From an optimization exercise on the open Yosys and OpenROAD flow, aimed at small area and few clock cycles per item; shortcuts taken in it are not production practice. RTL that was checked went through simulation tests only; none was proved equivalent to the original. No functional check of the RTL was part of run 2.

### flow/run.sh
#!/bin/bash
# Own layout flow: the standard ORFS flow (standard.sh, all steps from
# synthesis to the final layout), with one change: synthesis maps the logic
# with the ABC script in flow/abc.script instead of ORFS's abc_speed.script.
# Yosys, register mapping, flattening and renaming are the standard flow's own
# (synth_recipe.tcl), so the registers are the standard synthesis's.
set -euo pipefail
W=$PWD
rm -rf "$W/scripts_mod"
cp -r "$FLOW_HOME/scripts" "$W/scripts_mod"
cp "$W/flow/abc.script" "$W/scripts_mod/abc_speed.script"
bash "$W/standard.sh" SCRIPTS_DIR="$W/scripts_mod" SYNTH_ARGS=-noabc ADDER_MAP_FILE= "CTS_ARGS=-sink_clustering_enable -repair_clock_nets -dont_use_dummy_load -buf_list sky130_fd_sc_hd__clkbuf_8 -sink_clustering_size 15 -sink_clustering_max_diameter 70" finish > "$W/orfs_make.log" 2>&1
### flow/abc.script
strash
dch
amap
buffer -c
topo
stime -c
upsize -c
dnsize -c
### standard.sh
#!/bin/bash
# synth_recipe.tcl (not shown) runs the flow's synth.tcl, then flattens the netlist and writes it again
# the make line also repeats each setting of config.mk as NAME=value (left out here)
make -C /OpenROAD-flow-scripts/flow DESIGN_CONFIG=/design/flow/config.mk WORK_HOME=/design/flow/orfs CLKGATE_MAP_FILE= SYNTH_SCRIPT=/design/flow/synth_recipe.tcl "${@:-finish}"
### config.mk
export PLATFORM = sky130hd
export DESIGN_NAME = md5_pipe
export DESIGN_NICKNAME = md5_pipe
export VERILOG_FILES = /design/flow/design.v
export SDC_FILE = /design/flow/constraint.sdc
export NUM_CORES = 8
export LEC_CHECK = 0
export CAP_MARGIN = 20
export CORE_MARGIN = 2
export CORE_UTILIZATION = 50
export CTS_BUF_LIST = sky130_fd_sc_hd__clkbuf_16
export CTS_CLUSTER_DIAMETER = 100
export CTS_CLUSTER_SIZE = 24
export GPL_TIMING_DRIVEN = 0
export SLEW_MARGIN = 20
### constraint.sdc
create_clock -name core_clock -period 12.5 [get_ports {clk}]
set_input_delay 2.5000 -clock core_clock [delete_from_list [all_inputs] [get_ports {clk}]]
set_output_delay 2.5000 -clock core_clock [all_outputs]
set_load 0.01 [all_outputs]
### design.v
module md5 (
    input          clk,
    input          rst_n,
    input          in_valid,
    input  [63:0]  msg,
    output         out_valid,
    output [127:0] hash,
    output [63:0]  out_msg
);
wire [31:0] m0_in = {msg[39:32], msg[47:40], msg[55:48], msg[63:56]};
wire [31:0] m1_in = {msg[7:0], msg[15:8], msg[23:16], msg[31:24]};
reg [31:0] s1_b2, s1_b1, s1_m0, s1_m1;
reg [31:0] s2_t4, s2_b4, s2_b3, s2_x5, s2_m0, s2_m1;
reg [31:0] s3_t6, s3_b6, s3_b5, s3_x7, s3_m0, s3_m1;
reg [31:0] s4_t8, s4_b8, s4_b7, s4_x9, s4_m0, s4_m1;
reg [31:0] s5_t10, s5_b10, s5_b9, s5_x11, s5_m0, s5_m1;
reg [31:0] s6_t12, s6_b12, s6_b11, s6_x13, s6_m0, s6_m1;
reg [31:0] s7_t14, s7_b14, s7_b13, s7_x15, s7_m0, s7_m1;
reg [31:0] s8_t16, s8_b16, s8_b15, s8_x17, s8_m0, s8_m1;
reg [31:0] s9_t18, s9_b18, s9_b17, s9_x19, s9_m0, s9_m1;
reg [31:0] s10_t20, s10_b20, s10_b19, s10_x21, s10_m0, s10_m1;
reg [31:0] s11_t22, s11_b22, s11_b21, s11_x23, s11_m0, s11_m1;
reg [31:0] s12_t24, s12_b24, s12_b23, s12_x25, s12_m0, s12_m1;
reg [31:0] s13_t26, s13_b26, s13_b25, s13_x27, s13_m0, s13_m1;
reg [31:0] s14_t28, s14_b28, s14_b27, s14_x29, s14_m0, s14_m1;
reg [31:0] s15_t30, s15_b30, s15_b29, s15_x31, s15_m0, s15_m1;
reg [31:0] s16_t32, s16_b32, s16_b31, s16_x33, s16_m0, s16_m1;
reg [31:0] s17_t34, s17_b34, s17_b33, s17_x35, s17_m0, s17_m1;
reg [31:0] s18_t36, s18_b36, s18_b35, s18_x37, s18_m0, s18_m1;
reg [31:0] s19_t38, s19_b38, s19_b37, s19_x39, s19_m0, s19_m1;
reg [31:0] s20_t40, s20_b40, s20_b39, s20_x41, s20_m0, s20_m1;
reg [31:0] s21_t42, s21_b42, s21_b41, s21_x43, s21_m0, s21_m1;
reg [31:0] s22_t44, s22_b44, s22_b43, s22_x45, s22_m0, s22_m1;
reg [31:0] s23_t46, s23_b46, s23_b45, s23_x47, s23_m0, s23_m1;
reg [31:0] s24_t48, s24_b48, s24_b47, s24_x49, s24_m0, s24_m1;
reg [31:0] s25_t50, s25_b50, s25_b49, s25_x51, s25_m0, s25_m1;
reg [31:0] s26_t52, s26_b52, s26_b51, s26_x53, s26_m0, s26_m1;
reg [31:0] s27_t54, s27_b54, s27_b53, s27_x55, s27_m0, s27_m1;
reg [31:0] s28_t56, s28_b56, s28_b55, s28_x57, s28_m0, s28_m1;
reg [31:0] s29_t58, s29_b58, s29_b57, s29_x59, s29_m0, s29_m1;
reg [31:0] s30_t60, s30_b60, s30_b59, s30_x61, s30_m0, s30_m1;
reg [31:0] s31_t62, s31_b62, s31_b61, s31_x63, s31_m0, s31_m1;
reg [31:1] v;
always @(posedge clk) begin
    v <= {v[30:1], in_valid} & {31{rst_n}};
end
wire [31:0] f0 = (32'hefcdab89 & 32'h98badcfe) | (~32'hefcdab89 & 32'h10325476);
wire [31:0] x0 = m0_in + 32'h3eafc779;
wire [31:0] t0 = add32(x0, f0);
wire [31:0] b1 = 32'hefcdab89 + {t0[24:0], t0[31:25]};
wire [31:0] f1 = (b1 & 32'hefcdab89) | (~b1 & 32'h98badcfe);
wire [31:0] x1 = m1_in + 32'hf8fa0bcc;
wire [31:0] t1 = add32(x1, f1);
wire [31:0] b2 = add32(b1, {t1[19:0], t1[31:20]});
always @(posedge clk) begin
    s1_b2 <= b2;
    s1_b1 <= b1;
    s1_m0 <= m0_in;
    s1_m1 <= m1_in;
end
wire [31:0] f2 = (s1_b2 & s1_b1) | (~s1_b2 & 32'hefcdab89);
wire [31:0] t2 = 32'hbcdb4e59 + f2;
wire [31:0] b3 = add32(s1_b2, {t2[14:0], t2[31:15]});
wire [31:0] f3 = (b3 & s1_b2) | (~b3 & s1_b1);
wire [31:0] t3 = 32'hb18b7a77 + f3;
wire [31:0] b4 = add32(b3, {t3[9:0], t3[31:10]});
wire [31:0] f4 = (b4 & b3) | (~b4 & s1_b2);
wire [31:0] x4 = s1_b1 + 32'hf57c0faf;
wire [31:0] t4 = add32(x4, f4);
wire [31:0] px5 = s1_b2 + 32'h4787c62a;
always @(posedge clk) begin
    s2_t4 <= t4;
    s2_b4 <= b4;
    s2_b3 <= b3;
    s2_x5 <= px5;
    s2_m0 <= s1_m0;
    s2_m1 <= s1_m1;
end
wire [31:0] b5 = add32(s2_b4, {s2_t4[24:0], s2_t4[31:25]});
wire [31:0] f5 = (b5 & s2_b4) | (~b5 & s2_b3);
wire [31:0] t5 = add32(s2_x5, f5);
wire [31:0] b6 = add32(b5, {t5[19:0], t5[31:20]});
wire [31:0] f6 = (b6 & b5) | (~b6 & s2_b4);
wire [31:0] x6 = s2_b3 + 32'ha8304613;
wire [31:0] t6 = add32(x6, f6);
wire [31:0] px7 = s2_b4 + 32'hfd469501;
always @(posedge clk) begin
    s3_t6 <= t6;
    s3_b6 <= b6;
    s3_b5 <= b5;
    s3_x7 <= px7;
    s3_m0 <= s2_m0;
    s3_m1 <= s2_m1;
end
wire [31:0] b7 = add32(s3_b6, {s3_t6[14:0], s3_t6[31:15]});
wire [31:0] f7 = (b7 & s3_b6) | (~b7 & s3_b5);
wire [31:0] t7 = add32(s3_x7, f7);
wire [31:0] b8 = add32(b7, {t7[9:0], t7[31:10]});
wire [31:0] f8 = (b8 & b7) | (~b8 & s3_b6);
wire [31:0] x8 = s3_b5 + 32'h698098d8;
wire [31:0] t8 = add32(x8, f8);
wire [31:0] px9 = s3_b6 + 32'h8b44f7af;
always @(posedge clk) begin
    s4_t8 <= t8;
    s4_b8 <= b8;
    s4_b7 <= b7;
    s4_x9 <= px9;
    s4_m0 <= s3_m0;
    s4_m1 <= s3_m1;
end
wire [31:0] b9 = add32(s4_b8, {s4_t8[24:0], s4_t8[31:25]});
wire [31:0] f9 = (b9 & s4_b8) | (~b9 & s4_b7);
wire [31:0] t9 = add32(s4_x9, f9);
wire [31:0] b10 = add32(b9, {t9[19:0], t9[31:20]});
wire [31:0] f10 = (b10 & b9) | (~b10 & s4_b8);
wire [31:0] x10 = s4_b7 + 32'hffff5bb1;
wire [31:0] t10 = add32(x10, f10);
wire [31:0] px11 = s4_b8 + 32'h895cd7be;
always @(posedge clk) begin
    s5_t10 <= t10;
    s5_b10 <= b10;
    s5_b9 <= b9;
    s5_x11 <= px11;
    s5_m0 <= s4_m0;
    s5_m1 <= s4_m1;
end
wire [31:0] b11 = add32(s5_b10, {s5_t10[14:0], s5_t10[31:15]});
wire [31:0] f11 = (b11 & s5_b10) | (~b11 & s5_b9);
wire [31:0] t11 = add32(s5_x11, f11);
wire [31:0] b12 = add32(b11, {t11[9:0], t11[31:10]});
wire [31:0] f12 = (b12 & b11) | (~b12 & s5_b10);
wire [31:0] x12 = s5_b9 + 32'h6b901122;
wire [31:0] t12 = add32(x12, f12);
wire [31:0] px13 = s5_b10 + 32'hfd987193;
always @(posedge clk) begin
    s6_t12 <= t12;
    s6_b12 <= b12;
    s6_b11 <= b11;
    s6_x13 <= px13;
    s6_m0 <= s5_m0;
    s6_m1 <= s5_m1;
end
wire [31:0] b13 = add32(s6_b12, {s6_t12[24:0], s6_t12[31:25]});
wire [31:0] f13 = (b13 & s6_b12) | (~b13 & s6_b11);
wire [31:0] t13 = add32(s6_x13, f13);
wire [31:0] b14 = add32(b13, {t13[19:0], t13[31:20]});
wire [31:0] f14 = (b14 & b13) | (~b14 & s6_b12);
wire [31:0] x14 = s6_b11 + 32'ha67943ce;
wire [31:0] t14 = add32(x14, f14);
wire [31:0] px15 = s6_b12 + 32'h49b40821;
always @(posedge clk) begin
    s7_t14 <= t14;
    s7_b14 <= b14;
    s7_b13 <= b13;
    s7_x15 <= px15;
    s7_m0 <= s6_m0;
    s7_m1 <= s6_m1;
end
wire [31:0] b15 = add32(s7_b14, {s7_t14[14:0], s7_t14[31:15]});
wire [31:0] f15 = (b15 & s7_b14) | (~b15 & s7_b13);
wire [31:0] t15 = add32(s7_x15, f15);
wire [31:0] b16 = add32(b15, {t15[9:0], t15[31:10]});
wire [31:0] f16 = (s7_b14 & b16) | (b15 & ~s7_b14);
wire [31:0] x16 = s7_b13 + 32'hf61e2562 + s7_m1;
wire [31:0] t16 = add32(x16, f16);
wire [31:0] px17 = s7_b14 + 32'hc040b340;
always @(posedge clk) begin
    s8_t16 <= t16;
    s8_b16 <= b16;
    s8_b15 <= b15;
    s8_x17 <= px17;
    s8_m0 <= s7_m0;
    s8_m1 <= s7_m1;
end
wire [31:0] b17 = add32(s8_b16, {s8_t16[26:0], s8_t16[31:27]});
wire [31:0] f17 = (s8_b15 & b17) | (s8_b16 & ~s8_b15);
wire [31:0] t17 = add32(s8_x17, f17);
wire [31:0] b18 = add32(b17, {t17[22:0], t17[31:23]});
wire [31:0] f18 = (s8_b16 & b18) | (b17 & ~s8_b16);
wire [31:0] x18 = s8_b15 + 32'h265e5a51;
wire [31:0] t18 = add32(x18, f18);
wire [31:0] px19 = s8_b16 + 32'he9b6c7aa + s8_m0;
always @(posedge clk) begin
    s9_t18 <= t18;
    s9_b18 <= b18;
    s9_b17 <= b17;
    s9_x19 <= px19;
    s9_m0 <= s8_m0;
    s9_m1 <= s8_m1;
end
wire [31:0] b19 = add32(s9_b18, {s9_t18[17:0], s9_t18[31:18]});
wire [31:0] f19 = (s9_b17 & b19) | (s9_b18 & ~s9_b17);
wire [31:0] t19 = add32(s9_x19, f19);
wire [31:0] b20 = add32(b19, {t19[11:0], t19[31:12]});
wire [31:0] f20 = (s9_b18 & b20) | (b19 & ~s9_b18);
wire [31:0] x20 = s9_b17 + 32'hd62f105d;
wire [31:0] t20 = add32(x20, f20);
wire [31:0] px21 = s9_b18 + 32'h02441453;
always @(posedge clk) begin
    s10_t20 <= t20;
    s10_b20 <= b20;
    s10_b19 <= b19;
    s10_x21 <= px21;
    s10_m0 <= s9_m0;
    s10_m1 <= s9_m1;
end
wire [31:0] b21 = add32(s10_b20, {s10_t20[26:0], s10_t20[31:27]});
wire [31:0] f21 = (s10_b19 & b21) | (s10_b20 & ~s10_b19);
wire [31:0] t21 = add32(s10_x21, f21);
wire [31:0] b22 = add32(b21, {t21[22:0], t21[31:23]});
wire [31:0] f22 = (s10_b20 & b22) | (b21 & ~s10_b20);
wire [31:0] x22 = s10_b19 + 32'hd8a1e681;
wire [31:0] t22 = add32(x22, f22);
wire [31:0] px23 = s10_b20 + 32'he7d3fbc8;
always @(posedge clk) begin
    s11_t22 <= t22;
    s11_b22 <= b22;
    s11_b21 <= b21;
    s11_x23 <= px23;
    s11_m0 <= s10_m0;
    s11_m1 <= s10_m1;
end
wire [31:0] b23 = add32(s11_b22, {s11_t22[17:0], s11_t22[31:18]});
wire [31:0] f23 = (s11_b21 & b23) | (s11_b22 & ~s11_b21);
wire [31:0] t23 = add32(s11_x23, f23);
wire [31:0] b24 = add32(b23, {t23[11:0], t23[31:12]});
wire [31:0] f24 = (s11_b22 & b24) | (b23 & ~s11_b22);
wire [31:0] x24 = s11_b21 + 32'h21e1cde6;
wire [31:0] t24 = add32(x24, f24);
wire [31:0] px25 = s11_b22 + 32'hc3370816;
always @(posedge clk) begin
    s12_t24 <= t24;
    s12_b24 <= b24;
    s12_b23 <= b23;
    s12_x25 <= px25;
    s12_m0 <= s11_m0;
    s12_m1 <= s11_m1;
end
wire [31:0] b25 = add32(s12_b24, {s12_t24[26:0], s12_t24[31:27]});
wire [31:0] f25 = (s12_b23 & b25) | (s12_b24 & ~s12_b23);
wire [31:0] t25 = add32(s12_x25, f25);
wire [31:0] b26 = add32(b25, {t25[22:0], t25[31:23]});
wire [31:0] f26 = (s12_b24 & b26) | (b25 & ~s12_b24);
wire [31:0] x26 = s12_b23 + 32'hf4d50d87;
wire [31:0] t26 = add32(x26, f26);
wire [31:0] px27 = s12_b24 + 32'h455a14ed;
always @(posedge clk) begin
    s13_t26 <= t26;
    s13_b26 <= b26;
    s13_b25 <= b25;
    s13_x27 <= px27;
    s13_m0 <= s12_m0;
    s13_m1 <= s12_m1;
end
wire [31:0] b27 = add32(s13_b26, {s13_t26[17:0], s13_t26[31:18]});
wire [31:0] f27 = (s13_b25 & b27) | (s13_b26 & ~s13_b25);
wire [31:0] t27 = add32(s13_x27, f27);
wire [31:0] b28 = add32(b27, {t27[11:0], t27[31:12]});
wire [31:0] f28 = (s13_b26 & b28) | (b27 & ~s13_b26);
wire [31:0] x28 = s13_b25 + 32'ha9e3e905;
wire [31:0] t28 = add32(x28, f28);
wire [31:0] px29 = s13_b26 + 32'hfcefa478;
always @(posedge clk) begin
    s14_t28 <= t28;
    s14_b28 <= b28;
    s14_b27 <= b27;
    s14_x29 <= px29;
    s14_m0 <= s13_m0;
    s14_m1 <= s13_m1;
end
wire [31:0] b29 = add32(s14_b28, {s14_t28[26:0], s14_t28[31:27]});
wire [31:0] f29 = (s14_b27 & b29) | (s14_b28 & ~s14_b27);
wire [31:0] t29 = add32(s14_x29, f29);
wire [31:0] b30 = add32(b29, {t29[22:0], t29[31:23]});
wire [31:0] f30 = (s14_b28 & b30) | (b29 & ~s14_b28);
wire [31:0] x30 = s14_b27 + 32'h676f02d9;
wire [31:0] t30 = add32(x30, f30);
wire [31:0] px31 = s14_b28 + 32'h8d2a4c8a;
always @(posedge clk) begin
    s15_t30 <= t30;
    s15_b30 <= b30;
    s15_b29 <= b29;
    s15_x31 <= px31;
    s15_m0 <= s14_m0;
    s15_m1 <= s14_m1;
end
wire [31:0] b31 = add32(s15_b30, {s15_t30[17:0], s15_t30[31:18]});
wire [31:0] f31 = (s15_b29 & b31) | (s15_b30 & ~s15_b29);
wire [31:0] t31 = add32(s15_x31, f31);
wire [31:0] b32 = add32(b31, {t31[11:0], t31[31:12]});
wire [31:0] f32 = b32 ^ b31 ^ s15_b30;
wire [31:0] x32 = s15_b29 + 32'hfffa3942;
wire [31:0] t32 = add32(x32, f32);
wire [31:0] px33 = s15_b30 + 32'h8771f681;
always @(posedge clk) begin
    s16_t32 <= t32;
    s16_b32 <= b32;
    s16_b31 <= b31;
    s16_x33 <= px33;
    s16_m0 <= s15_m0;
    s16_m1 <= s15_m1;
end
wire [31:0] b33 = add32(s16_b32, {s16_t32[27:0], s16_t32[31:28]});
wire [31:0] f33 = b33 ^ s16_b32 ^ s16_b31;
wire [31:0] t33 = add32(s16_x33, f33);
wire [31:0] b34 = add32(b33, {t33[20:0], t33[31:21]});
wire [31:0] f34 = b34 ^ b33 ^ s16_b32;
wire [31:0] x34 = s16_b31 + 32'h6d9d6122;
wire [31:0] t34 = add32(x34, f34);
wire [31:0] px35 = s16_b32 + 32'hfde5384c;
always @(posedge clk) begin
    s17_t34 <= t34;
    s17_b34 <= b34;
    s17_b33 <= b33;
    s17_x35 <= px35;
    s17_m0 <= s16_m0;
    s17_m1 <= s16_m1;
end
wire [31:0] b35 = add32(s17_b34, {s17_t34[15:0], s17_t34[31:16]});
wire [31:0] f35 = b35 ^ s17_b34 ^ s17_b33;
wire [31:0] t35 = add32(s17_x35, f35);
wire [31:0] b36 = add32(b35, {t35[8:0], t35[31:9]});
wire [31:0] f36 = b36 ^ b35 ^ s17_b34;
wire [31:0] x36 = s17_b33 + 32'ha4beea44 + s17_m1;
wire [31:0] t36 = add32(x36, f36);
wire [31:0] px37 = s17_b34 + 32'h4bdecfa9;
always @(posedge clk) begin
    s18_t36 <= t36;
    s18_b36 <= b36;
    s18_b35 <= b35;
    s18_x37 <= px37;
    s18_m0 <= s17_m0;
    s18_m1 <= s17_m1;
end
wire [31:0] b37 = add32(s18_b36, {s18_t36[27:0], s18_t36[31:28]});
wire [31:0] f37 = b37 ^ s18_b36 ^ s18_b35;
wire [31:0] t37 = add32(s18_x37, f37);
wire [31:0] b38 = add32(b37, {t37[20:0], t37[31:21]});
wire [31:0] f38 = b38 ^ b37 ^ s18_b36;
wire [31:0] x38 = s18_b35 + 32'hf6bb4b60;
wire [31:0] t38 = add32(x38, f38);
wire [31:0] px39 = s18_b36 + 32'hbebfbc70;
always @(posedge clk) begin
    s19_t38 <= t38;
    s19_b38 <= b38;
    s19_b37 <= b37;
    s19_x39 <= px39;
    s19_m0 <= s18_m0;
    s19_m1 <= s18_m1;
end
wire [31:0] b39 = add32(s19_b38, {s19_t38[15:0], s19_t38[31:16]});
wire [31:0] f39 = b39 ^ s19_b38 ^ s19_b37;
wire [31:0] t39 = add32(s19_x39, f39);
wire [31:0] b40 = add32(b39, {t39[8:0], t39[31:9]});
wire [31:0] f40 = b40 ^ b39 ^ s19_b38;
wire [31:0] x40 = s19_b37 + 32'h289b7ec6;
wire [31:0] t40 = add32(x40, f40);
wire [31:0] px41 = s19_b38 + 32'heaa127fa + s19_m0;
always @(posedge clk) begin
    s20_t40 <= t40;
    s20_b40 <= b40;
    s20_b39 <= b39;
    s20_x41 <= px41;
    s20_m0 <= s19_m0;
    s20_m1 <= s19_m1;
end
wire [31:0] b41 = add32(s20_b40, {s20_t40[27:0], s20_t40[31:28]});
wire [31:0] f41 = b41 ^ s20_b40 ^ s20_b39;
wire [31:0] t41 = add32(s20_x41, f41);
wire [31:0] b42 = add32(b41, {t41[20:0], t41[31:21]});
wire [31:0] f42 = b42 ^ b41 ^ s20_b40;
wire [31:0] x42 = s20_b39 + 32'hd4ef3085;
wire [31:0] t42 = add32(x42, f42);
wire [31:0] px43 = s20_b40 + 32'h04881d05;
always @(posedge clk) begin
    s21_t42 <= t42;
    s21_b42 <= b42;
    s21_b41 <= b41;
    s21_x43 <= px43;
    s21_m0 <= s20_m0;
    s21_m1 <= s20_m1;
end
wire [31:0] b43 = add32(s21_b42, {s21_t42[15:0], s21_t42[31:16]});
wire [31:0] f43 = b43 ^ s21_b42 ^ s21_b41;
wire [31:0] t43 = add32(s21_x43, f43);
wire [31:0] b44 = add32(b43, {t43[8:0], t43[31:9]});
wire [31:0] f44 = b44 ^ b43 ^ s21_b42;
wire [31:0] x44 = s21_b41 + 32'hd9d4d039;
wire [31:0] t44 = add32(x44, f44);
wire [31:0] px45 = s21_b42 + 32'he6db99e5;
always @(posedge clk) begin
    s22_t44 <= t44;
    s22_b44 <= b44;
    s22_b43 <= b43;
    s22_x45 <= px45;
    s22_m0 <= s21_m0;
    s22_m1 <= s21_m1;
end
wire [31:0] b45 = add32(s22_b44, {s22_t44[27:0], s22_t44[31:28]});
wire [31:0] f45 = b45 ^ s22_b44 ^ s22_b43;
wire [31:0] t45 = add32(s22_x45, f45);
wire [31:0] b46 = add32(b45, {t45[20:0], t45[31:21]});
wire [31:0] f46 = b46 ^ b45 ^ s22_b44;
wire [31:0] x46 = s22_b43 + 32'h1fa27cf8;
wire [31:0] t46 = add32(x46, f46);
wire [31:0] px47 = s22_b44 + 32'hc4ac56e5;
always @(posedge clk) begin
    s23_t46 <= t46;
    s23_b46 <= b46;
    s23_b45 <= b45;
    s23_x47 <= px47;
    s23_m0 <= s22_m0;
    s23_m1 <= s22_m1;
end
wire [31:0] b47 = add32(s23_b46, {s23_t46[15:0], s23_t46[31:16]});
wire [31:0] f47 = b47 ^ s23_b46 ^ s23_b45;
wire [31:0] t47 = add32(s23_x47, f47);
wire [31:0] b48 = add32(b47, {t47[8:0], t47[31:9]});
wire [31:0] f48 = b47 ^ (b48 | ~s23_b46);
wire [31:0] x48 = s23_b45 + 32'hf4292244 + s23_m0;
wire [31:0] t48 = add32(x48, f48);
wire [31:0] px49 = s23_b46 + 32'h432aff97;
always @(posedge clk) begin
    s24_t48 <= t48;
    s24_b48 <= b48;
    s24_b47 <= b47;
    s24_x49 <= px49;
    s24_m0 <= s23_m0;
    s24_m1 <= s23_m1;
end
wire [31:0] b49 = add32(s24_b48, {s24_t48[25:0], s24_t48[31:26]});
wire [31:0] f49 = s24_b48 ^ (b49 | ~s24_b47);
wire [31:0] t49 = add32(s24_x49, f49);
wire [31:0] b50 = add32(b49, {t49[21:0], t49[31:22]});
wire [31:0] f50 = b49 ^ (b50 | ~s24_b48);
wire [31:0] x50 = s24_b47 + 32'hab9423e7;
wire [31:0] t50 = add32(x50, f50);
wire [31:0] px51 = s24_b48 + 32'hfc93a039;
always @(posedge clk) begin
    s25_t50 <= t50;
    s25_b50 <= b50;
    s25_b49 <= b49;
    s25_x51 <= px51;
    s25_m0 <= s24_m0;
    s25_m1 <= s24_m1;
end
wire [31:0] b51 = add32(s25_b50, {s25_t50[16:0], s25_t50[31:17]});
wire [31:0] f51 = s25_b50 ^ (b51 | ~s25_b49);
wire [31:0] t51 = add32(s25_x51, f51);
wire [31:0] b52 = add32(b51, {t51[10:0], t51[31:11]});
wire [31:0] f52 = b51 ^ (b52 | ~s25_b50);
wire [31:0] x52 = s25_b49 + 32'h655b59c3;
wire [31:0] t52 = add32(x52, f52);
wire [31:0] px53 = s25_b50 + 32'h8f0ccc92;
always @(posedge clk) begin
    s26_t52 <= t52;
    s26_b52 <= b52;
    s26_b51 <= b51;
    s26_x53 <= px53;
    s26_m0 <= s25_m0;
    s26_m1 <= s25_m1;
end
wire [31:0] b53 = add32(s26_b52, {s26_t52[25:0], s26_t52[31:26]});
wire [31:0] f53 = s26_b52 ^ (b53 | ~s26_b51);
wire [31:0] t53 = add32(s26_x53, f53);
wire [31:0] b54 = add32(b53, {t53[21:0], t53[31:22]});
wire [31:0] f54 = b53 ^ (b54 | ~s26_b52);
wire [31:0] x54 = s26_b51 + 32'hffeff47d;
wire [31:0] t54 = add32(x54, f54);
wire [31:0] px55 = s26_b52 + 32'h85845dd1 + s26_m1;
always @(posedge clk) begin
    s27_t54 <= t54;
    s27_b54 <= b54;
    s27_b53 <= b53;
    s27_x55 <= px55;
    s27_m0 <= s26_m0;
    s27_m1 <= s26_m1;
end
wire [31:0] b55 = add32(s27_b54, {s27_t54[16:0], s27_t54[31:17]});
wire [31:0] f55 = s27_b54 ^ (b55 | ~s27_b53);
wire [31:0] t55 = add32(s27_x55, f55);
wire [31:0] b56 = add32(b55, {t55[10:0], t55[31:11]});
wire [31:0] f56 = b55 ^ (b56 | ~s27_b54);
wire [31:0] x56 = s27_b53 + 32'h6fa87e4f;
wire [31:0] t56 = add32(x56, f56);
wire [31:0] px57 = s27_b54 + 32'hfe2ce6e0;
always @(posedge clk) begin
    s28_t56 <= t56;
    s28_b56 <= b56;
    s28_b55 <= b55;
    s28_x57 <= px57;
    s28_m0 <= s27_m0;
    s28_m1 <= s27_m1;
end
wire [31:0] b57 = add32(s28_b56, {s28_t56[25:0], s28_t56[31:26]});
wire [31:0] f57 = s28_b56 ^ (b57 | ~s28_b55);
wire [31:0] t57 = add32(s28_x57, f57);
wire [31:0] b58 = add32(b57, {t57[21:0], t57[31:22]});
wire [31:0] f58 = b57 ^ (b58 | ~s28_b56);
wire [31:0] x58 = s28_b55 + 32'ha3014314;
wire [31:0] t58 = add32(x58, f58);
wire [31:0] px59 = s28_b56 + 32'h4e0811a1;
always @(posedge clk) begin
    s29_t58 <= t58;
    s29_b58 <= b58;
    s29_b57 <= b57;
    s29_x59 <= px59;
    s29_m0 <= s28_m0;
    s29_m1 <= s28_m1;
end
wire [31:0] b59 = add32(s29_b58, {s29_t58[16:0], s29_t58[31:17]});
wire [31:0] f59 = s29_b58 ^ (b59 | ~s29_b57);
wire [31:0] t59 = add32(s29_x59, f59);
wire [31:0] b60 = add32(b59, {t59[10:0], t59[31:11]});
wire [31:0] f60 = b59 ^ (b60 | ~s29_b58);
wire [31:0] x60 = s29_b57 + 32'hf7537e82;
wire [31:0] t60 = add32(x60, f60);
wire [31:0] px61 = s29_b58 + 32'hbd3af235;
always @(posedge clk) begin
    s30_t60 <= t60;
    s30_b60 <= b60;
    s30_b59 <= b59;
    s30_x61 <= px61;
    s30_m0 <= s29_m0;
    s30_m1 <= s29_m1;
end
wire [31:0] b61 = add32(s30_b60, {s30_t60[25:0], s30_t60[31:26]});
wire [31:0] f61 = s30_b60 ^ (b61 | ~s30_b59);
wire [31:0] t61 = add32(s30_x61, f61);
wire [31:0] b62 = add32(b61, {t61[21:0], t61[31:22]});
wire [31:0] f62 = b61 ^ (b62 | ~s30_b60);
wire [31:0] x62 = s30_b59 + 32'h2ad7d33b;
wire [31:0] t62 = add32(x62, f62);
wire [31:0] px63 = s30_b60 + 32'heb86d391;
always @(posedge clk) begin
    s31_t62 <= t62;
    s31_b62 <= b62;
    s31_b61 <= b61;
    s31_x63 <= px63;
    s31_m0 <= s30_m0;
    s31_m1 <= s30_m1;
end
wire [31:0] b63 = add32(s31_b62, {s31_t62[16:0], s31_t62[31:17]});
wire [31:0] f63 = s31_b62 ^ (b63 | ~s31_b61);
wire [31:0] t63 = add32(s31_x63, f63);
wire [31:0] hb = b63 + {t63[10:0], t63[31:11]} + 32'hefcdab89;
wire [31:0] ha = s31_b61 + 32'h67452301;
wire [31:0] hc = b63 + 32'h98badcfe;
wire [31:0] hd = s31_b62 + 32'h10325476;
assign hash = {{ha[7:0], ha[15:8], ha[23:16], ha[31:24]}, {hb[7:0], hb[15:8], hb[23:16], hb[31:24]}, {hc[7:0], hc[15:8], hc[23:16], hc[31:24]}, {hd[7:0], hd[15:8], hd[23:16], hd[31:24]}};
assign out_msg = {{s31_m0[7:0], s31_m0[15:8], s31_m0[23:16], s31_m0[31:24]}, {s31_m1[7:0], s31_m1[15:8], s31_m1[23:16], s31_m1[31:24]}};
assign out_valid = v[31];
function [31:0] add32;    
    input [31:0] a, b;
    reg [31:0] g, p, gn, pn;
    integer l, i, j;
    begin
        g = a & b; p = a ^ b;
        for (l = 0; l < 5; l = l + 1) begin
            gn = g; pn = p;
            for (i = 0; i < 32; i = i + 1)
                if ((i >> l) & 1) begin
                    j = ((i >> l) << l) - 1;
                    gn[i] = g[i] | (p[i] & g[j]);
                    pn[i] = p[i] & p[j];
                end
            g = gn; p = pn;
        end
        add32 = a ^ b ^ {g[30:0], 1'b0};
    end
endfunction
endmodule
module md5_pipe (
    input          clk,
    input          rst_n,       
    input          in_valid,
    output         in_ready,
    input  [63:0]  msg,         
    output         out_valid,
    output [127:0] hash,        
    output [63:0]  out_msg      
);
assign in_ready = 1'b1;
md5 core (
    .clk      (clk),
    .rst_n    (rst_n),
    .in_valid (in_valid),
    .msg      (msg),
    .out_valid(out_valid),
    .hash     (hash),
    .out_msg  (out_msg)
);
endmodule
==> results.ini, run 1 <==
[run_status]
outcome = finished clean

[timing]
maxSlewViolCount = 0
fin_crit_sh = 0.962
whs_ns = 0.272
skew_ns = 0.142
relSlewSlack = 0.110
max_slew.worst_pin.slew_ns = 1.32
finalCriticalPeriod_ns = 12.03
setup_viol_count_final = 0
finalHoldViolations = 0
fmax_ghz = 0.0831
rsz0062_at_grt = yes

[finish]
stdcell_area_mm2 = 0.326
multiInputGateArea_mm2 = 0.166
regArea_mm2 = 0.118
drive_above_1_share = 0.0361
synthToLayoutAreaGrowth_pct = 7.76
fin_nets = 45951
nFillCells = 58493
final_util = 0.541

[setup_path]
cp_data_required_time_ns = 10.00
critPathMaxFanout = 6
critPathMaxStageDelay_ns = 0.56
cp_common_cell = a21oi_2
crit_path_start_kind = flop
crit_slowest_cell = clkdlybuf4s50_1
critical_path_class = flop to output port
crit_path_end_kind = output port
critical_path_arrival_ns = 9.53

[floorplanning]
die_height_um = 782
start_util = 0.502
die_area_mm2 = 0.611
top_level_ports = 261
coreArea_mm2 = 0.602
fp.dieW_um = 782
row_count = 285

[min_path]
hp-class = flop to flop

[synthesis]
synth.top_cells.by_area = dfxtp_1, o21ai_0, nor2_1, a21oi_1, nand2_1
async_reset_ff_frac = 0
synth_cells = 45005
synth_seq_area_share = 0.392
syn_avg_cell_area_um2 = 6.72
ys_ff_latch = 5919
synth_cell_types = 116
synth_area_mm2 = 0.302
synth_top_area_cell = dfxtp_1
yosys_most_used_dff = dfxtp_1
syn-num-nets = 45072
synth-edff-count = 0
yosysWarningCount = 1
yosysTopAreaCellShare = 0.392

[route]
wl_met3_um = 94200
routed_wl_um = 1100000
routed_via_density = 5.59
topRoutingLayerUsed = met5
wl_met2_um = 476000
vias = 302260
drc = 0
postRouteAntennaNets = 0
dr.pass1.iters = 9
wire_per_inst_um = 20.4
met1_length_um = 476000
drt_iter0_markers = 30363

[clocking]
clk_pin_slew_ns = 0.10
numCtsBuffers = 537
cts_buffer_depth = 4
clkLatencyLatePin_ns = 1.29
cts_tree = built
cts-root-buf = clkbuf_8
ctsHoldBuffers = 0
htree_levels = 6
cts_sinks = 5919

[global_routing]
antenna_found_initial = 133
grt_max_degree = 17
grt_pass1_wl_um = 1580000
grt_overflow = 0
grt_pass1_vias = 260792
grtUsageTotal = 0.342

[job]
maxCapViolations = 0

[place]
portBuffers = 259
place_area_mm2 = 0.315
gp_congestion = 1.03
dpl.hpwl_um = 930000

worst max-delay path, delay by kind of cell (launching register included):
family | cells | cell delay, ns
AOI/OAI and AO/OA | 28 | 4.74
DFF | 1 | 0.42
and+or+nand+nor | 15 | 1.40
buffers and inverters | 10 | 1.67
worst paths after layout:
kind / startpoint / end / slack [ns] / cells past startpoint
worst max register to register: core.s7_b14[1] / core.s8_t16[31] / 0.52 / 47
worst max-delay path: core.s31_b62[1] / hash[66] / 0.47 / 53
worst min register to register: core.s9_m1[29] / core.s10_m1[29] / 0.27 / 0
worst min-delay path: core.s9_m1[29] / core.s10_m1[29] / 0.27 / 0
metrics by stage:
step                setup WS (ns)  TNS, ns  cells
CTS                       0.00416        0  53860
finish                      0.471        0  54041
global placement           -0.972   -27.47  53300
global route               -0.233    -2.56  54004
detailed placement          -1.08   -32.20  53307
floorplan                    1.60        0  45005
cell usage after synthesis (132+ instances only):
cell type,count
nor2_1,8102
o21ai_0,6477
nand2_1,6376
dfxtp_1,5919
a21oi_1,5840
inv_1,5392
o22ai_1,1317
o21a_1,757
nor3_1,477
a31oi_1,428
o31ai_1,334
o21ai_1,317
a21o_1,277
nor2b_1,237
or2_2,231
o221ai_1,213
nand3_1,203
a22oi_1,191
nand4_1,160
or3_1,150
xor2_1,134
nor4_1,132
cell families after synthesis:
| group | synth area share |
|---|---|
| xor gates and xnor gates | 0.00461 |
| other | 0.0000124 |
| DFF | 0.392 |
| buffers and inverters | 0.0679 |
| AOI/OAI and AO/OA | 0.316 |
| and+or+nand+nor | 0.219 |
layout make-up:
class / count / share of cell area
Inverter: 5442 / 0.0627
Clock buffer: 537 / 0.0227
Multi-Input combinational cell: 33622 / 0.509
Timing Repair Buffer: 340 / 0.00986
Buffer: 22 / 0.000330
Antenna cell: 123 / 0.000945
Tap cell: 8036 / 0.0309
Sequential cell: 5919 / 0.364
per-layer routing:
layer / up-vias / global-route usage
met1: 133383 / 0.465
met5: - / 0
met3: 1961 / 0.0463
met4: 34 / 0.147
li1: 156277 / -
met2: 10605 / 0.544
cells in the final DEF (no fill, tap or decap), types with 51 or more instances in the layout:
| master | instances |
|---|---|
| a21o_1 | 277 |
| a21oi_1 | 5686 |
| a21oi_2 | 158 |
| a221oi_1 | 55 |
| a222oi_1 | 51 |
| a22oi_1 | 189 |
| a31oi_1 | 406 |
| and2_1 | 115 |
| buf_4 | 78 |
| clkbuf_8 | 537 |
| clkdlybuf4s50_1 | 246 |
| dfxtp_1 | 5917 |
| diode_2 | 123 |
| inv_1 | 5386 |
| inv_2 | 52 |
| nand2_1 | 6371 |
| nand3_1 | 203 |
| nand4_1 | 160 |
| nor2_1 | 8081 |
| nor2b_1 | 233 |
| nor3_1 | 441 |
| nor4_1 | 117 |
| o211ai_1 | 52 |
| o21a_1 | 757 |
| o21ai_0 | 6338 |
| o21ai_1 | 395 |
| o21ai_2 | 77 |
| o221ai_1 | 208 |
| o22a_1 | 109 |
| o22ai_1 | 1301 |
| o31ai_1 | 313 |
| o32ai_1 | 98 |
| or2_2 | 230 |
| or3_1 | 149 |
| xor2_1 | 131 |
what timing repair did:
action                     4_1_cts  5_1_grt
pin swaps                       13       47
setup endpoints to repair       61      334
buffers inserted                16       56
resized for setup              127      492
Testbench counts, summed over its fixed seeds: cycles 6,186, items 6,000.
==> inputs of run 2 (changes only) <==
--- a/design.v
+++ b/design.v
@@ -46,12 +46,12 @@
 end
 wire [31:0] f0 = (32'hefcdab89 & 32'h98badcfe) | (~32'hefcdab89 & 32'h10325476);
 wire [31:0] x0 = m0_in + 32'h3eafc779;
-wire [31:0] t0 = add32(x0, f0);
+wire [31:0] t0 = add32_io(x0, f0);
 wire [31:0] b1 = 32'hefcdab89 + {t0[24:0], t0[31:25]};
 wire [31:0] f1 = (b1 & 32'hefcdab89) | (~b1 & 32'h98badcfe);
 wire [31:0] x1 = m1_in + 32'hf8fa0bcc;
-wire [31:0] t1 = add32(x1, f1);
-wire [31:0] b2 = add32(b1, {t1[19:0], t1[31:20]});
+wire [31:0] t1 = add32_io(x1, f1);
+wire [31:0] b2 = add32_io(b1, {t1[19:0], t1[31:20]});
 always @(posedge clk) begin
     s1_b2 <= b2;
     s1_b1 <= b1;
@@ -540,9 +540,9 @@
     s31_m0 <= s30_m0;
     s31_m1 <= s30_m1;
 end
-wire [31:0] b63 = add32(s31_b62, {s31_t62[16:0], s31_t62[31:17]});
+wire [31:0] b63 = add32_io(s31_b62, {s31_t62[16:0], s31_t62[31:17]});
 wire [31:0] f63 = s31_b62 ^ (b63 | ~s31_b61);
-wire [31:0] t63 = add32(s31_x63, f63);
+wire [31:0] t63 = add32_io(s31_x63, f63);
 wire [31:0] hb = b63 + {t63[10:0], t63[31:11]} + 32'hefcdab89;
 wire [31:0] ha = s31_b61 + 32'h67452301;
 wire [31:0] hc = b63 + 32'h98badcfe;
@@ -553,6 +553,33 @@
 function [31:0] add32;    
     input [31:0] a, b;
     reg [31:0] g, p, gn, pn;
+    integer l, i;
+    begin
+        g = a & b; p = a ^ b;
+        for (l = 0; l < 5; l = l + 1) begin
+            gn = g; pn = p;
+            for (i = 0; i < 32; i = i + 1)
+                if (((i + 1) % (2 << l)) == 0) begin
+                    gn[i] = g[i] | (p[i] & g[i - (1 << l)]);
+                    pn[i] = p[i] & p[i - (1 << l)];
+                end
+            g = gn; p = pn;
+        end
+        for (l = 3; l >= 0; l = l - 1) begin
+            gn = g; pn = p;
+            for (i = 0; i < 32; i = i + 1)
+                if (((i + 1) % (2 << l)) == (1 << l) && i >= (2 << l)) begin
+                    gn[i] = g[i] | (p[i] & g[i - (1 << l)]);
+                    pn[i] = p[i] & p[i - (1 << l)];
+                end
+            g = gn; p = pn;
+        end
+        add32 = a ^ b ^ {g[30:0], 1'b0};
+    end
+endfunction
+function [31:0] add32_io;    
+    input [31:0] a, b;
+    reg [31:0] g, p, gn, pn;
     integer l, i, j;
     begin
         g = a & b; p = a ^ b;
@@ -566,7 +593,7 @@
                 end
             g = gn; p = pn;
         end
-        add32 = a ^ b ^ {g[30:0], 1'b0};
+        add32_io = a ^ b ^ {g[30:0], 1'b0};
     end
 endfunction
 endmodule
==> run 2 against run 1 <==
  * The layout now fails its checks (setup timing)
  * Worst setup slack lost 0.58 ns
  * Non-clock buffer count is 111 higher
  * Critical path depth is 15 higher
  * Global-route usage decreased by 0.99 points
  * Count of clock-buffer cells in the layout up 3
  * Core utilization rose by 0.62 points
  * Register-to-register slack improved by 0.10 ns
  * Hold slack got worse by 0.046 ns
  * Routed wire length down 6.1%
  * Synthesized cell count down 4.8%
  * Largest cell class unchanged
  * Highest routed layer unchanged
==> results.ini, run 2 <==
[run_status]
outcome = finished with violations
check-failures = setup timing

[floorplanning]
fp.dieW_um = 766
row_count = 279
start_util = 0.503
coreArea_mm2 = 0.578
die_area_mm2 = 0.587
die_height_um = 766
top_level_ports = 261

[finish]
layout_commonest_cell = nor2_1
multiInputGateArea_mm2 = 0.157
final_util = 0.547
regArea_mm2 = 0.119
drive_above_1_share = 0.0437
nFillCells = 56359
synthToLayoutAreaGrowth_pct = 8.89
fin_nets = 43916
final_cell_mix = nor2_1, nand2_1, o21ai_0

[route]
postRouteAntennaNets = 0
vias = 286203
routed_wl_um = 1040000
drt_iter0_markers = 27064
drc = 0
dr.pass1.iters = 15
routed_via_density = 5.53
wire_per_inst_um = 20.0

[timing]
tns_ns = -0.208
maxSlewViolCount = 0
whs_ns = 0.226
finalCriticalPeriod_ns = 12.61
fin_crit_sh = 1.01
postLayoutSetupSlackWorst_ns = -0.107
skew_ns = 0.150
rsz0062_at_grt = yes
setup_viol_count_final = 2
max_slew.worst_pin.slew_ns = 1.23
fmax_ghz = 0.0793
finalHoldViolations = 0
relSlewSlack = 0.171

[setup_path]
cp_common_cell = a21oi_2
critPathMaxStageDelay_ns = 0.39
crit_path_start_kind = flop
critical_path_arrival_ns = 10.11
critPathCapture = hash[71]
crit_path_end_kind = output port
cp_data_required_time_ns = 10.00
critPathMaxFanout = 5
r2r-start = core.s1_b2[0]
critical_path_class = flop to output port
cp-startpoint = core.s31_b62[1]
r2r-end = core.s2_t4[29]
crit_slowest_cell = dfxtp_4
reg2reg_slack_ns = 0.62
reg2reg_depth = 83

[global_routing]
antenna_found_initial = 142
grt_pass1_wl_um = 1480000
grt_pass1_vias = 245382
grtUsageTotal = 0.332
met2_usage = 0.541
grt_max_degree = 17
grt_overflow = 0
grt_use_met1 = 0.450
use_met3 = 0.0422
top_usage_layer = met2

[synthesis]
synth_seq_area_share = 0.408
synth_top_area_cell = dfxtp_1
synth_cell_types = 98
synth_area_mm2 = 0.290
synth-edff-count = 0
ys_ff_latch = 5919
synth_cells = 42858
synth.top_cells.by_area = dfxtp_1, o21ai_0, a21oi_1, nor2_1, nand2_1
synth.most_common_cell = nor2_1
yosysTopAreaCellShare = 0.408
syn-num-nets = 42925
syn_avg_cell_area_um2 = 6.78
async_reset_ff_frac = 0
yosys_most_used_dff = dfxtp_1
yosysWarningCount = 1
synthTopCellsByCount = nor2_1, nand2_1, o21ai_0

[job]
maxCapViolations = 0

[clocking]
cts_sinks = 5919
htree_levels = 6
numCtsBuffers = 540
ctsHoldBuffers = 0
cts_tree = built
cts_buffer_depth = 4
cts-root-buf = clkbuf_8
clkLatencyLatePin_ns = 1.31
clk_pin_slew_ns = 0.09

[place]
dpl.hpwl_um = 869000
post-place-ws_ns = -1.91
gp_congestion = 1.01
portBuffers = 259

[min_path]
hp-class = flop to flop
worstHoldPathCells = 0

[run 2: changes by cell type in the layout (fill, tap and decap cells not counted), sizes merged, moves of 146 or more]
cell / before / now
a21oi: 5865 / 5695
a31oi: 431 / 646
inv: 5441 / 5023
nand2: 6441 / 6810
nor2: 8156 / 7469
nor3: 490 / 205
o21a: 758 / 968
o21ai: 6817 / 6573
o22ai: 1318 / 1127
o31ai: 338 / 138
or3: 156 / 10
[run 2: cells by family after synthesis]
| group | count (synthesis) | share of synthesized area |
|---|---|---|
| simple gates | 15377 | 0.209 |
| other cells | 1 | 0.0000129 |
| compound gates | 16363 | 0.314 |
| buf+inv | 5050 | 0.0653 |
| flops | 5919 | 0.408 |
| xor+xnor | 148 | 0.00453 |
[run 2: repair_timing]
item                                    4_1_cts  5_1_grt
setup buffers                                67      122
pin swaps                                    58      156
resized for setup                           286      921
endpoints found under the setup margin       81      310
[run 2: critical path, delay by kind of cell, from the launching register on]
family / cells / cell delay [ns]
compound gates: 33 / 4.97
simple gates: 24 / 1.97
buf+inv: 11 / 1.43
flops: 1 / 0.39
[run 2: worst min-delay path by stage]
| stage | from | end | slack, ns |
|---|---|---|---|
| 4_1_cts | core.s5_m1[7] | core.s6_m1[7] | 0.22 |
| 3_5_place_dp | core.s21_m1[29] | core.s22_m1[29] | 0.31 |
| 3_3_place_gp | core.s28_m0[16] | core.s29_m0[16] | 0.31 |
| 5_1_grt | core.s4_m1[0] | core.s5_m1[0] | 0.23 |
| 2_1_floorplan | core.s9_m0[0] | core.s10_m0[0] | 0.31 |
| 6_report | core.s5_m1[7] | core.s6_m1[7] | 0.23 |
[run 2: final cells by class]
| type | instances | area share |
|---|---|---|
| inverters | 5026 | 0.0597 |
| multi-input cells | 31889 | 0.497 |
| plain buffers | 24 | 0.000320 |
| flip-flops and latches | 5919 | 0.375 |
| clock buffers | 540 | 0.0235 |
| well taps | 7727 | 0.0306 |
| diodes | 164 | 0.00130 |
| repair buffers | 449 | 0.0128 |
[run 2: metrics by stage]
step	cell area, um^2	instances
floorplan	290000	42858
global placement	303000	50844
detailed placement	303000	50846
CTS	312000	51453
global route	316000	51685
finish	316000	51738
[run 2: layer usage]
layer | up-vias | routed length [um]
met2 | 9492 | 459000
met1 | 126471 | 448000
met5 | - | 158
li1 | 148483 | -
met3 | 1733 | 84300
met4 | 24 | 43800
==> inputs of run 3 (changes only) <==
--- a/design.v
+++ b/design.v
@@ -552,29 +552,40 @@
 assign out_valid = v[31];
 function [31:0] add32;    
     input [31:0] a, b;
-    reg [31:0] g, p, gn, pn;
+    reg [31:0] g, p;
+    reg [15:0] G, P, Gn, Pn;
+    reg [32:0] c;
     integer l, i;
     begin
         g = a & b; p = a ^ b;
-        for (l = 0; l < 5; l = l + 1) begin
-            gn = g; pn = p;
-            for (i = 0; i < 32; i = i + 1)
+        for (i = 0; i < 16; i = i + 1) begin
+            G[i] = g[2*i+1] | (p[2*i+1] & g[2*i]);
+            P[i] = p[2*i+1] & p[2*i];
+        end
+        for (l = 0; l < 4; l = l + 1) begin
+            Gn = G; Pn = P;
+            for (i = 0; i < 16; i = i + 1)
                 if (((i + 1) % (2 << l)) == 0) begin
-                    gn[i] = g[i] | (p[i] & g[i - (1 << l)]);
-                    pn[i] = p[i] & p[i - (1 << l)];
+                    Gn[i] = G[i] | (P[i] & G[i - (1 << l)]);
+                    Pn[i] = P[i] & P[i - (1 << l)];
                 end
-            g = gn; p = pn;
+            G = Gn; P = Pn;
         end
-        for (l = 3; l >= 0; l = l - 1) begin
-            gn = g; pn = p;
-            for (i = 0; i < 32; i = i + 1)
+        for (l = 2; l >= 0; l = l - 1) begin
+            Gn = G; Pn = P;
+            for (i = 0; i < 16; i = i + 1)
                 if (((i + 1) % (2 << l)) == (1 << l) && i >= (2 << l)) begin
-                    gn[i] = g[i] | (p[i] & g[i - (1 << l)]);
-                    pn[i] = p[i] & p[i - (1 << l)];
+                    Gn[i] = G[i] | (P[i] & G[i - (1 << l)]);
+                    Pn[i] = P[i] & P[i - (1 << l)];
                 end
-            g = gn; p = pn;
+            G = Gn; P = Pn;
+        end
+        c[0] = 1'b0;
+        for (i = 0; i < 16; i = i + 1) begin
+            c[2*i+1] = g[2*i] | (p[2*i] & c[2*i]);
+            c[2*i+2] = G[i];
         end
-        add32 = a ^ b ^ {g[30:0], 1'b0};
+        add32 = a ^ b ^ c[31:0];
     end
 endfunction
 function [31:0] add32_io;    
==> run 3 against run 2 <==
  * Non-clock buffer count fell by 86
  * Via count decreased by 0.10%
  * Critical path type unchanged
  * Still fails the layout checks on setup timing
  * Die area rose by 0.24%
==> results.ini, run 3 <==
[synthesis]
synth_cells = 42840
synth_cell_types = 110
ys_ff_latch = 5919
synth_top_area_cell = dfxtp_1
yosys_most_used_dff = dfxtp_1
synth_area_mm2 = 0.291
synth.most_common_cell = nor2_1
synth.top_cells.by_area = dfxtp_1, o21ai_0, a21oi_1, nor2_1, nand2_1
yosysTopAreaCellShare = 0.407
synth_seq_area_share = 0.407
synth-edff-count = 0
syn_avg_cell_area_um2 = 6.80
yosysWarningCount = 1
async_reset_ff_frac = 0
synthTopCellsByCount = nor2_1, nand2_1, o21ai_0
syn-num-nets = 42907

[place]
dp_cells = 50857
dpl.hpwl_um = 877000
portBuffers = 259
gp_congestion = 1.01

[setup_path]
cp_data_required_time_ns = 10.00
critical_path_arrival_ns = 10.01
r2r-end = core.s2_t4[29]
crit_path_start_kind = flop
reg2reg_slack_ns = 0.72
critical_path_class = flop to output port
r2r-start = core.s1_b2[11]
critPathMaxStageDelay_ns = 0.37
cp_common_cell = a21oi_2
critPathMaxFanout = 5
cp-startpoint = core.s31_t62[18]
crit_path_end_kind = output port
reg2reg_depth = 65
crit_slowest_cell = dfxtp_4
critPathCapture = hash[70]

[timing]
postLayoutSetupSlackWorst_ns = -0.0148
maxSlewViolCount = 0
finalHoldViolations = 0
finalCriticalPeriod_ns = 12.51
rsz0062_at_grt = yes
fmax_ghz = 0.0799
whs_ns = 0.239
relSlewSlack = 0.0814
setup_viol_count_final = 1
fin_crit_sh = 1.00
tns_ns = -0.0148
max_slew.worst_pin.slew_ns = 1.36
skew_ns = 0.132

[route]
wl_met3_um = 85700
dr.pass1.iters = 10
drc = 0
wl_met2_um = 456000
met1_length_um = 453000
wire_per_inst_um = 20.1
routed_wl_um = 1040000
drt_iter0_markers = 26985
postRouteAntennaNets = 0
routed_via_density = 5.54
vias = 285910
topRoutingLayerUsed = met5

[finish]
synthToLayoutAreaGrowth_pct = 8.21
layout_commonest_cell = nor2_1
stdcell_count = 51651
final_cell_mix = nor2_1, nand2_1, o21ai_0
fin_nets = 43801
drive_above_1_share = 0.0395

[clocking]
cts_sinks = 5919
clkLatencyLatePin_ns = 1.30
cts_tree = built
numCtsBuffers = 537
clk_pin_slew_ns = 0.10
cts-root-buf = clkbuf_8
ctsHoldBuffers = 0
cts_buffer_depth = 4
htree_levels = 6

[floorplanning]
die_area_mm2 = 0.589
row_count = 280
fp.dieW_um = 767
top_level_ports = 261
start_util = 0.501
die_height_um = 767
coreArea_mm2 = 0.581

[job]
maxCapViolations = 0

[global_routing]
antenna_found_initial = 136
grtUsageTotal = 0.334
grt_pass1_wl_um = 1490000
grt_overflow = 0
grt_max_degree = 17
grt_pass1_vias = 247205

[min_path]
min_from = core.s9_m1[8]
hp-class = flop to flop

[run_status]
check-failures = setup timing
outcome = finished with violations

[run 3: changes by cell type in the layout (fill, tap and decap cells not counted), moves of 58 or more]
cell	delta
a21oi_1	+92
inv_1	-103
buf_4	-84
o22ai_1	-58
o21ai_0	-150
nor2_1	+84
nand2_1	+59
[run 3: cell type report]
class                   instances  area (um^2)
well taps                    7755         9700
diodes                        164          410
plain buffers                  32          139
repair buffers                355         3300
multi-input cells           32006       157000
flip-flops and latches       5919       119000
fillers                     56568       266000
inverters                    4883        18300
clock buffers                 537         7390
[run 3: worst min path at each step]
stage	to	slack, ns	cells after the start
after floorplan	core.s10_m0[0]	0.31	0
after global placement	core.s13_m1[20]	0.31	0
after detailed placement	core.s10_m0[18]	0.31	0
after CTS	core.s10_m1[8]	0.22	0
after global routing	core.s10_m1[8]	0.22	0
final	core.s10_m1[8]	0.24	0
[run 3: through the flow]
stage | utilization | cell area [um^2] | worst slack, ns
5_1_grt | 0.542 | 315000 | -0.892
4_1_cts | 0.537 | 312000 | -0.0410
3_3_place_gp | 0.522 | 303000 | -1.51
6_report | 0.542 | 315000 | -0.0148
2_1_floorplan | - | 291000 | 1.44
3_5_place_dp | 0.523 | 304000 | -1.61
[run 3: logic make-up after synthesis]
kind of cell | Yosys count | share of synthesized area
AO/OA/AOI/OAI | 16345 | 0.315
XOR/XNOR | 146 | 0.00439
buffers and inverters | 4915 | 0.0634
flip-flops | 5919 | 0.407
other | 1 | 0.0000129
AND/OR/NAND/NOR | 15514 | 0.211
[run 3: worst max-delay path: cells and delay by family (launching register included)]
| kind | cells | cell delay, ns |
|---|---|---|
| flops | 1 | 0.37 |
| simple gates | 25 | 2.34 |
| compound gates | 34 | 5.16 |
| buf+inv | 6 | 0.86 |
[run 3: repair_timing]
action	4_1_cts	5_1_grt
pin swaps	29	71
endpoints found under the hold margin	0	0
setup buffers	32	60
endpoints found under the setup margin	33	274
gates resized for setup	196	651
[run 3: routing by layer]
metal / vias to the layer above / global-route usage
li1: 148367 / -
met5: - / 0
met3: 1658 / 0.0473
met1: 126593 / 0.453
met2: 9264 / 0.540
met4: 28 / 0.130
Testbench counts of run 3, summed over its fixed seeds: cycles 6,186, items 6,000.
==> inputs of run 4 (changes only) <==
==> flow/run.sh (replaced) <==
#!/bin/bash
set -euo pipefail
W=$PWD
rm -rf "$W/scripts_mod"
cp -r "$FLOW_HOME/scripts" "$W/scripts_mod"
cp "$W/flow/abc.script" "$W/scripts_mod/abc_speed.script"
bash "$W/standard.sh" SCRIPTS_DIR="$W/scripts_mod" SYNTH_ARGS=-noabc ADDER_MAP_FILE= \
  "CTS_ARGS=-sink_clustering_enable -repair_clock_nets -dont_use_dummy_load -buf_list sky130_fd_sc_hd__clkbuf_8 -sink_clustering_size 15 -sink_clustering_max_diameter 70" \
  finish > "$W/orfs_make.log" 2>&1
==> flow/abc.script (replaced) <==
strash
dch
amap
strash
dch
amap
buffer -c
topo
stime -c
upsize -c
dnsize -c
--- a/config.mk
+++ b/config.mk
@@ -8,8 +8,5 @@
 export CAP_MARGIN = 20
 export CORE_MARGIN = 2
 export CORE_UTILIZATION = 50
-export CTS_BUF_LIST = sky130_fd_sc_hd__clkbuf_16
-export CTS_CLUSTER_DIAMETER = 100
-export CTS_CLUSTER_SIZE = 24
-export GPL_TIMING_DRIVEN = 0
+export GPL_TIMING_DRIVEN = 1
 export SLEW_MARGIN = 20
==> run 4 against run 3 <==
  * Still fails the layout checks on setup timing
  * Die area decreased by 2.8%
  * Core utilization rose by 5.8 points
  * Final cell count up 1.6%
  * Final area increased by 7.5%
  * Routed wire length rose by 2.4%
  * Synthesized cell count decreased by 4.6%
==> results.ini, run 4 <==
[clocking]
clkLatencyLatePin_ns = 1.33
cts_buffer_depth = 4
clk_pin_slew_ns = 0.09
cts_sinks = 5919
numCtsBuffers = 539
cts_tree = built
cts-root-buf = clkbuf_8
htree_levels = 6

[setup_path]
reg2reg_slack_ns = 0.17
reg2reg_depth = 79
r2r-end = core.s25_t50[31]
critical_path_class = flop to output port
critPathMaxFanout = 4
cp_common_cell = nand2_2
crit_path_end_kind = output port
r2r-start = core.s24_b48[0]
critical_path_arrival_ns = 10.03
crit_slowest_cell = or4_4
critPathMaxStageDelay_ns = 0.46
crit_path_start_kind = flop
cp_data_required_time_ns = 10.00

[finish]
final_cell_mix = nand2_1, nor2_1, dfxtp_1
stdcell_area_mm2 = 0.339
synthToLayoutAreaGrowth_pct = 19.7
layout_commonest_cell = nand2_1
stdcell_count = 52501
fin_nets = 44928
drive_above_1_share = 0.152

[timing]
maxSlewViolCount = 0
finalCriticalPeriod_ns = 12.53
setup_viol_count_final = 2
fmax_ghz = 0.0798
max_slew.worst_pin.slew_ns = 1.34
rsz0062_at_grt = yes
whs_ns = 0.263
fin_crit_sh = 1.00
finalHoldViolations = 0
relSlewSlack = 0.0976
skew_ns = 0.137
postLayoutSetupSlackWorst_ns = -0.0318

[floorplanning]
die_height_um = 756
top_level_ports = 261
fp.dieW_um = 756
row_count = 276
coreArea_mm2 = 0.564
start_util = 0.502
die_area_mm2 = 0.572

[route]
vias = 286143
routed_wl_um = 1070000
dr.pass1.iters = 9
drt_iter0_markers = 25774
postRouteAntennaNets = 0
routed_via_density = 5.45
wire_per_inst_um = 20.3
drc = 0

[synthesis]
synth_cells = 40883
syn-num-nets = 40950
synth-xor-area-share = 0.00210
synth_seq_area_share = 0.419
synth_area_mm2 = 0.283
synth-adder-area-share = 0
ys_ff_latch = 5919
synth_cell_types = 120
synth-edff-count = 0
yosys.area_share.simple = 0.214
yosysTopAreaCellShare = 0.419
syn_avg_cell_area_um2 = 6.92
synth_top_area_cell = dfxtp_1
synth.top_cells.by_area = dfxtp_1, o21ai_0, nand2_1, nor2_1, a21oi_1
yosys_most_used_dff = dfxtp_1
synth-compound-area-share = 0.304
synth_top_family_by_area = compound AO/OA/AOI/OAI gates
yosysWarningCount = 1
synthTopCellsByCount = nand2_1, nor2_1, dfxtp_1
synth.most_common_cell = nand2_1
async_reset_ff_frac = 0
synthMuxAreaShare = 0

[global_routing]
grt_pass1_vias = 248986
antenna_found_initial = 124
grt_pass1_wl_um = 1510000
grt_overflow = 0
grtUsageTotal = 0.350
grt_max_degree = 32

[job]
maxCapViolations = 0

[place]
post-place-ws_ns = -2.37
portBuffers = 259
dp_cells = 51489
place_area_mm2 = 0.317
dpl.hpwl_um = 890000
gp_congestion = 1.01

[run_status]
check-failures = setup timing
outcome = finished with violations

[min_path]
min_from = core.s11_m0[8]
whs_endpoint = core.s12_m0[8]
hp-class = flop to flop
worstHoldPathCells = 0

[run 4: cell types whose count changed after synthesis, sizes merged, moves of 142 or more]
cell	change
a22oi	+149
nor3	-142
a21oi	-1062
nand2	+242
nor2	-470
nor2b	+209
o21ai	-695
o21a	+749
o22ai	+328
inv	-264
a31oi	-327
and2	+190
[run 4: logic make-up (layout without fill, tap and decap cells)]
kind of cell,Yosys count,count (layout)
and+or+nand+nor,15243,15243
AOI/OAI and AO/OA,14985,14985
DFF,5919,5919
buffers and inverters,4667,8643
xor gates and xnor gates,68,68
other,1,137
[run 4: timing repair]
item	4_1_cts	5_1_grt
hold buffers	0	0
pin swaps	117	703
setup endpoints to repair	92	456
buffers inserted	77	265
resized for setup	366	3291
[run 4: how the worst max path moves through the flow]
| stage | end | cells after the start | start |
|---|---|---|---|
| floorplan | core.s1_b2[29] | 91 | msg[57] |
| finish | hash[69] | 72 | core.s31_b62[1] |
| global placement | core.s1_b2[29] | 89 | msg[57] |
| CTS | hash[71] | 75 | core.s31_b62[1] |
| global route | hash[69] | 71 | core.s31_b62[1] |
| detailed placement | core.s1_b2[29] | 89 | msg[57] |
[run 4: layer usage]
metal,global-route usage,part of all wire,up-vias
li1,-,-,146635
met1,0.468,0.43,128078
met2,0.575,0.45,9479
met3,0.0474,0.079,1909
met4,0.136,0.046,42
met5,0,0.00040,-
[run 4: critical path: cells and delay by family (launching register included)]
| kind | cells | cell delay (ns) |
|---|---|---|
| buffers and inverters | 7 | 0.77 |
| AOI/OAI and AO/OA | 35 | 4.32 |
| DFF | 1 | 0.36 |
| and+or+nand+nor | 30 | 3.33 |
[run 4: layout make-up]
cell class | count | area [um^2]
Inverter | 4619 | 17300
Multi-Input combinational cell | 30297 | 159000
Sequential cell | 5919 | 119000
Clock buffer | 539 | 7420
Antenna cell | 136 | 340
Fill cell | 52616 | 225000
Tap cell | 7506 | 9390
Timing Repair Buffer | 3485 | 26900
[run 4: metrics by stage]
| stage | setup TNS (ns) | util |
|---|---|---|
| after floorplan | 0 | - |
| after global placement | -51.06 | 0.561 |
| after detailed placement | -50.13 | 0.561 |
| after CTS | -1.21 | 0.577 |
| after global routing | -30.47 | 0.600 |
| final | -0.0320 | 0.600 |

## port drivers added, routing unchanged
In the flow no input, the clock included, has a driving cell. The finished layouts below were timed again as built, in two steps.
Step 1 (the two cells are an assumption about what drives the block):
set clk [get_ports {clk}]
set_driving_cell -lib_cell sky130_fd_sc_hd__clkbuf_16 $clk
set_driving_cell -lib_cell sky130_fd_sc_hd__buf_2 [delete_from_list [all_inputs] $clk]
Step 2 times the ports against the registers' clock, not the clock port: input delays grow and output delays shrink by t, the midpoint of the rising clock arrivals with the driver on.
Slacks: no drivers / after step 1 / after step 2; pairs: no drivers / after step 1.
| run | t, ns | setup WS [ns] | clock arrival spread, ns | slew at the worst register clock pin (ns) | cell pins on the clock port's net |
|---|---|---|---|---|---|
| run 1 | 1.379 | 0.471 / 0.335 / -0.588 | 0.216 / 0.216 | 0.11 / 0.11 | 1 |
| run 2 | 1.370 | -0.107 / -0.246 / -0.591 | 0.179 / 0.178 | 0.11 / 0.11 | 1 |
| run 3 | 1.372 | -0.015 / -0.164 / -0.418 | 0.160 / 0.160 | 0.11 / 0.11 | 1 |
| run 4 | 1.385 | -0.032 / -0.159 / -0.552 | 0.148 / 0.147 | 0.11 / 0.11 | 1 |
With both steps, setup timing fails in run 1, where it was met with ideal ports. For run 1, which loses most, drivers alone change the setup slack by -0.136 ns; drivers and shift together by -1.059 ns.
